Background: an optimization exercise with open tools, aiming at small area, a short achievable clock period and few clock cycles. Do not read the settings as production practice. The RTL was checked by simulation tests, not by an equivalence proof against the original design. Power figures rest on the tool's default switching activity, not on a simulated workload.

==> build 93 <==
## Core
module Core(
	input						clk,
	input						rst,
	input						debug_core,
	input						debug_next_inst,
	input			[15:0]	data_from_ram,
	input			[15:0]	mouse_x,
	input			[15:0]	mouse_y,
	input						x_overflow,
	input						y_overflow,
	input						data_ready,
	input						left_click,
	input						right_click,
	output reg	[14:0]	ram_address,
	output		[15:0]	data_to_ram,
	output reg				web
	);
clock: 7.0 ns
lec_check: 0
abc_area: 1
cap_margin: 20
core_margin: 2
core_utilization: 55
cts_cluster_diameter: 100
cts_cluster_size: 25
place_density: 0.7
setup_slack_margin: 4.2
slew_margin: 20
tns_end_percent: 0
run.sh (not shown) runs the stock make flow with config.mk's settings and CLKGATE_MAP_FILE= SYNTH_SCRIPT=/design/flow/synth_recipe.tcl, a recipe that flattens the netlist after the stock synthesis.
==> inputs of build 50, as changes to build 93 <==
--- a/flow/design.v
+++ b/flow/design.v
@@ -133,13 +133,12 @@
 	reg [14:0] fpc;			 
 	reg        fv;				 
 	reg [15:0] q0, q1;
 	reg        p_jmp, p_jl, p_jg, p_je, p_jne, p_ld, p_st;
 	reg        q0v, q1v;
 	reg [14:0] pc;				 
-	reg        pred;			 
 	reg        e_lda;			 
 	reg        e_ldb;			 
 	reg        e_st;			 
 	reg        e_ex;			 
 	reg        e_we;			 
 	reg        e_ldwe;		 
@@ -243,42 +242,28 @@
 	wire [23:0] xb = e_b ? e_rt : vb;
 	wire d_taken = p_jmp | (p_jl & f_lf) | (p_jg & f_gf) | (p_je & f_zf) | (p_jne & ~f_zf);
 	wire [14:0] pc1 = pc + 15'd1;
 	wire [14:0] target = pc1 + {{4{q0[10]}}, q0[10:0]};
 	wire dbg_ok = ~debug_core | debug_next_inst;
 	wire issue = q0v & ~e_lda & dbg_ok;
-	wire redirect = issue & d_taken & ~pred;
-	wire ptaken   = issue & d_taken & pred;
-	wire pmiss    = pred & ~(issue & d_taken);
+	wire redirect = issue & d_taken;
 	wire port_busy = e_lda | e_st;
 	wire fetch = ~port_busy & (issue | ~((q0v & q1v) | (q0v & fv) | (q1v & fv)));
-	wire [4:0]  f_op = data_from_ram[15:11];
-	wire        f_likely = (data_from_ram[10:0] != 11'd0) &
-	                       ((f_op == JUMP) | (f_op == JUMPNE) |
-	                        (data_from_ram[10] & ((f_op == JUMPL) | (f_op == JUMPG) | (f_op == JUMPE))));
-	wire predict = fv & f_likely & fetch & ~pred & ~redirect & ~q1v & (~q0v | issue)
-	             & ~(issue & (d_is_ld | d_is_st));
-	wire [14:0] f_target = fpc + {{4{data_from_ram[10]}}, data_from_ram[10:0]};
-	wire [14:0] fpc_next = redirect ? target
-	                     : pmiss    ? pc1 + 15'd1
-	                     : predict  ? f_target
-	                     : fetch    ? fpc + 15'd1 : fpc;
+	wire [14:0] fpc_next = redirect ? target : fetch ? fpc + 15'd1 : fpc;
 	always @(posedge clk) begin
 		if (rst) begin
 			fpc <= 15'd19216;
 			pc  <= 15'd19216;
 			fv  <= 1'b0;
-			pred <= 1'b0;
 			q0v <= 1'b0;
 			q1v <= 1'b0;
 		end else begin
 			fpc <= fpc_next;
-			fv  <= fetch & ~redirect & ~pmiss;
-			pred <= predict;
-			if (issue) pc <= (redirect | ptaken) ? target : pc1;
-			if (redirect | ptaken) begin
+			fv  <= fetch & ~redirect;
+			if (issue) pc <= redirect ? target : pc1;
+			if (redirect) begin
 				q0v <= 1'b0;
 				q1v <= 1'b0;
 			end else if (issue) begin
 				q0v <= q1v | fv;
 				q1v <= q1v & fv;
 			end else if (q0v) begin
Settings changed: CTS_CLUSTER_DIAMETER 100 to unset, CTS_CLUSTER_SIZE 25 to unset.
==> run_summary.xml <==
<?xml version="1.0" encoding="UTF-8"?>
<metrics>
  <group name="outcome">
    <metric name="outcome" unit="">no timing/DRC/antenna violations</metric>
  </group>
  <group name="detailed_routing">
    <metric name="finalWirelength" unit="mm">182</metric>
    <metric name="wl_on_met1" unit="mm">63.7</metric>
    <metric name="via_count" unit="">38100</metric>
  </group>
  <group name="critical_path">
    <metric name="worstPathMaxFanout" unit="">12</metric>
    <metric name="crit_path_cell_chain" unit="">nand2_1 -&gt; inv_1 -&gt; buf_4 -&gt; nand2_2 -&gt; inv_1 -&gt; nand2_1 -&gt; o21ai_0 -&gt; nor4_1 -&gt; nand4_1 -&gt; nand3_1 -&gt; nand3_1 -&gt; nand3_1 -&gt; nand2_1</metric>
  </group>
  <group name="grt">
    <metric name="grt_util_met1" unit="">0.631</metric>
  </group>
  <group name="yosys">
    <metric name="netlist.area_leader.share" unit="">0.409</metric>
  </group>
  <group name="clocking">
    <metric name="post_cts_buffers" unit="">72</metric>
    <metric name="htree_num_levels" unit="">3</metric>
  </group>
  <group name="power">
    <metric name="fin_total_pwr" unit="mW">12.4</metric>
  </group>
  <group name="place">
    <metric name="globalplace.congestion" unit="">1.12</metric>
  </group>
  <group name="finish">
    <metric name="area_delta_synth_final" unit="%">20.3</metric>
  </group>
</metrics>
-- figures above: build 50

==> run_summary.xml <==
<?xml version="1.0" encoding="UTF-8"?>
<metrics>
  <group name="finish">
    <metric name="area_delta_synth_final" unit="%">19.8</metric>
  </group>
  <group name="yosys">
    <metric name="netlist.area_leader.share" unit="">0.403</metric>
  </group>
  <group name="critical_path">
    <metric name="crit_path_cell_chain" unit="">nand2_1 -&gt; nor2_1 -&gt; nand2_1 -&gt; buf_4 -&gt; inv_2 -&gt; nand2_1 -&gt; o21ai_0 -&gt; a221oi_1 -&gt; o2111ai_2 -&gt; o311ai_1 -&gt; a21oi_1 -&gt; nand2_1 -&gt; nand2_1</metric>
  </group>
  <group name="outcome">
    <metric name="outcome" unit="">no timing/DRC/antenna violations</metric>
  </group>
  <group name="power">
    <metric name="fin_total_pwr" unit="mW">12.9</metric>
  </group>
  <group name="detailed_routing">
    <metric name="wl_on_met1" unit="mm">58.0</metric>
    <metric name="via_count" unit="">36800</metric>
    <metric name="finalWirelength" unit="mm">160</metric>
  </group>
  <group name="clocking">
    <metric name="post_cts_buffers" unit="">102</metric>
  </group>
  <group name="grt">
    <metric name="grt_util_met1" unit="">0.573</metric>
  </group>
  <group name="place">
    <metric name="globalplace.congestion" unit="">1.16</metric>
  </group>
</metrics>
-- figures above: build 93

Testbench counts of build 93, summed over its fixed seeds: cycles 55,308.
Testbench counts of build 50, summed over its fixed seeds: cycles 56,511.

==> job 6281: inputs <==
RTL: one of the versions met above, not the one the previous note started from.
==> flow/config.mk <==
export PLATFORM = sky130hd
export DESIGN_NAME = Core
export DESIGN_NICKNAME = Core
export VERILOG_FILES = /design/flow/design.v
export SDC_FILE = /design/flow/constraint.sdc
export NUM_CORES = 4
export LEC_CHECK = 0
export ABC_AREA = 1
export CAP_MARGIN = 20
export CORE_MARGIN = 2
export CORE_UTILIZATION = 55
export CTS_CLUSTER_DIAMETER = 100
export CTS_CLUSTER_SIZE = 25
export PLACE_DENSITY = 0.7
export SETUP_SLACK_MARGIN = 4.5
export SLEW_MARGIN = 20
export TNS_END_PERCENT = 0
==> flow/constraint.sdc <==
create_clock -name core_clock -period 7.0 [get_ports {clk}]
set_input_delay 1.4000 -clock core_clock [delete_from_list [all_inputs] [get_ports {clk}]]
set_output_delay 1.4000 -clock core_clock [all_outputs]
set_load 0.01 [all_outputs]
==> job 2296 (differences from job 6281) <==
Settings changed: CORE_UTILIZATION 55 to 65, PLACE_DENSITY 0.7 to 0.8.
==> job 3288 (differences from job 6281) <==
--- a/flow/design.v
+++ b/flow/design.v
@@ -132,14 +132,15 @@
 	localparam SETCOLR	= 5'b10100;
 	reg [14:0] fpc;			 
 	reg        fv;				 
 	reg [15:0] q0, q1;
 	reg        p_jmp, p_jl, p_jg, p_je, p_jne, p_ld, p_st;
 	reg        q0v, q1v;
 	reg [14:0] pc;				 
+	reg        pred;			 
 	reg        e_lda;			 
 	reg        e_ldb;			 
 	reg        e_st;			 
 	reg        e_ex;			 
 	reg        e_we;			 
 	reg        e_ldwe;		 
 	reg [4:0]  e_rd;
@@ -241,30 +242,44 @@
 	wire [23:0] xa = e_a ? e_rt : va;
 	wire [23:0] xb = e_b ? e_rt : vb;
 	wire d_taken = p_jmp | (p_jl & f_lf) | (p_jg & f_gf) | (p_je & f_zf) | (p_jne & ~f_zf);
 	wire [14:0] pc1 = pc + 15'd1;
 	wire [14:0] target = pc1 + {{4{q0[10]}}, q0[10:0]};
 	wire dbg_ok = ~debug_core | debug_next_inst;
 	wire issue = q0v & ~e_lda & dbg_ok;
-	wire redirect = issue & d_taken;
+	wire redirect = issue & d_taken & ~pred;
+	wire ptaken   = issue & d_taken & pred;
+	wire pmiss    = pred & ~(issue & d_taken);
 	wire port_busy = e_lda | e_st;
 	wire fetch = ~port_busy & (issue | ~((q0v & q1v) | (q0v & fv) | (q1v & fv)));
-	wire [14:0] fpc_next = redirect ? target : fetch ? fpc + 15'd1 : fpc;
+	wire [4:0]  f_op = data_from_ram[15:11];
+	wire        f_likely = (data_from_ram[10:0] != 11'd0) &
+	                       ((f_op == JUMP) | (f_op == JUMPNE) |
+	                        (data_from_ram[10] & ((f_op == JUMPL) | (f_op == JUMPG) | (f_op == JUMPE))));
+	wire predict = fv & f_likely & fetch & ~pred & ~redirect & ~q1v & (~q0v | issue)
+	             & ~(issue & (d_is_ld | d_is_st));
+	wire [14:0] f_target = fpc + {{4{data_from_ram[10]}}, data_from_ram[10:0]};
+	wire [14:0] fpc_next = redirect ? target
+	                     : pmiss    ? pc1 + 15'd1
+	                     : predict  ? f_target
+	                     : fetch    ? fpc + 15'd1 : fpc;
 	always @(posedge clk) begin
 		if (rst) begin
 			fpc <= 15'd19216;
 			pc  <= 15'd19216;
 			fv  <= 1'b0;
+			pred <= 1'b0;
 			q0v <= 1'b0;
 			q1v <= 1'b0;
 		end else begin
 			fpc <= fpc_next;
-			fv  <= fetch & ~redirect;
-			if (issue) pc <= redirect ? target : pc1;
-			if (redirect) begin
+			fv  <= fetch & ~redirect & ~pmiss;
+			pred <= predict;
+			if (issue) pc <= (redirect | ptaken) ? target : pc1;
+			if (redirect | ptaken) begin
 				q0v <= 1'b0;
 				q1v <= 1'b0;
 			end else if (issue) begin
 				q0v <= q1v | fv;
 				q1v <= q1v & fv;
 			end else if (q0v) begin
 				q1v <= q1v | fv;
Settings changed: CTS_CLUSTER_DIAMETER 100 to 60, SETUP_SLACK_MARGIN 4.5 to 4.2.
==> qor summary <==
item                                                                                  job 3288                   job 6281        job 2296
Result of the run                                                               finished clean             finished clean  did not finish
Failing step                                                                                 -                          -  global routing
Clock network power                                                                    3.36 mW                    2.43 mW               -
Xor/xnor share of the synthesized area                                                  2.307%                     1.765%          1.765%
Number of buffers created by CTS                                                            51                         34              34
Number of ordinary and repair buffers in the finished layout                               414                        313               -
Signed area change from the synthesized netlist to the final layout                     22.30%                     16.48%               -
TritonCTS clock tree                                                                      done                       done               -
WP data required                                                                       7.55 ns                    7.53 ns               -
Crit path buffers/inverters                                                                  2                          4               -
Ratio of final minimum period to clock period                                           48.43%                     47.02%               -
Initial standard-cell utilization of the core                                           55.32%                     55.50%          65.86%
Worst slew slack as a fraction of its limit                                             24.83%                     22.01%               -
Clk pin slew, worst setup/hold paths                                                   0.09 ns                    0.10 ns               -
Standard cell with the maximum stage delay on the critical path      sky130_fd_sc_hd__a221oi_1  sky130_fd_sc_hd__a211oi_2               -
Switching component of the power                                                      5.838 mW                   4.131 mW               -
Die Span X                                                                            266.2 um                   264.1 um        243.3 um
Filler cell count in the final layout                                                     5351                       5738               -
Area of the core                                                                    68350 um^2                 67040 um^2               -
Highest attainable clock frequency                                                  0.2950 GHz                 0.3038 GHz               -
Hold Crit Start                                                            pc[12]$_SDFFE_PP0P_             p_st$_DFFE_PP_               -
Final standard cell count with taps included and fillers excluded                         5568                       5466               -
Switching share of total power                                                          41.93%                     38.23%               -
Testbench counts of job 6281, summed over its fixed seeds: cycles 56,511.
Testbench counts of job 2296, summed over its fixed seeds: cycles 56,511.
Testbench counts of job 3288, summed over its fixed seeds: cycles 55,308.

==> what the ideal ports hide <==
No port has a modelled driver above. Below, the same layouts with a new extraction and two added sets of constraints. Step 1: set_driving_cell puts a clkbuf_16 on clk and a buf_2 on each other input, an assumption about the parent block. Step 2 also shifts input and output timing later by t, the mid clock arrival at the registers, as if the neighbouring blocks saw the same clock. a / b / c = ideal / step 1 / step 2; a / b = the first two.
| run | t, ns | setup slack, ns | worst setup path at the end | slew at the worst register clock pin (ns) | cell pins on the clock port's net |
|---|---|---|---|---|---|
| build 93 | 0.679 | 3.530 / 3.530 / 3.052 | input to register | 0.12 / 0.12 | 1 |
| build 50 | 0.711 | 3.581 / 3.581 / 3.323 | input to register | 0.07 / 0.07 | 1 |
| job 6281 | 0.679 | 3.709 / 3.709 / 3.272 | input to register | 0.11 / 0.11 | 1 |
| job 3288 | 0.711 | 3.610 / 3.610 / 3.077 | input to register | 0.09 / 0.09 | 1 |
After both steps setup and hold are still met in every run listed. The setup slack of job 3288, which loses most, moves by 0.000 ns with the drivers and by -0.533 ns with both steps.
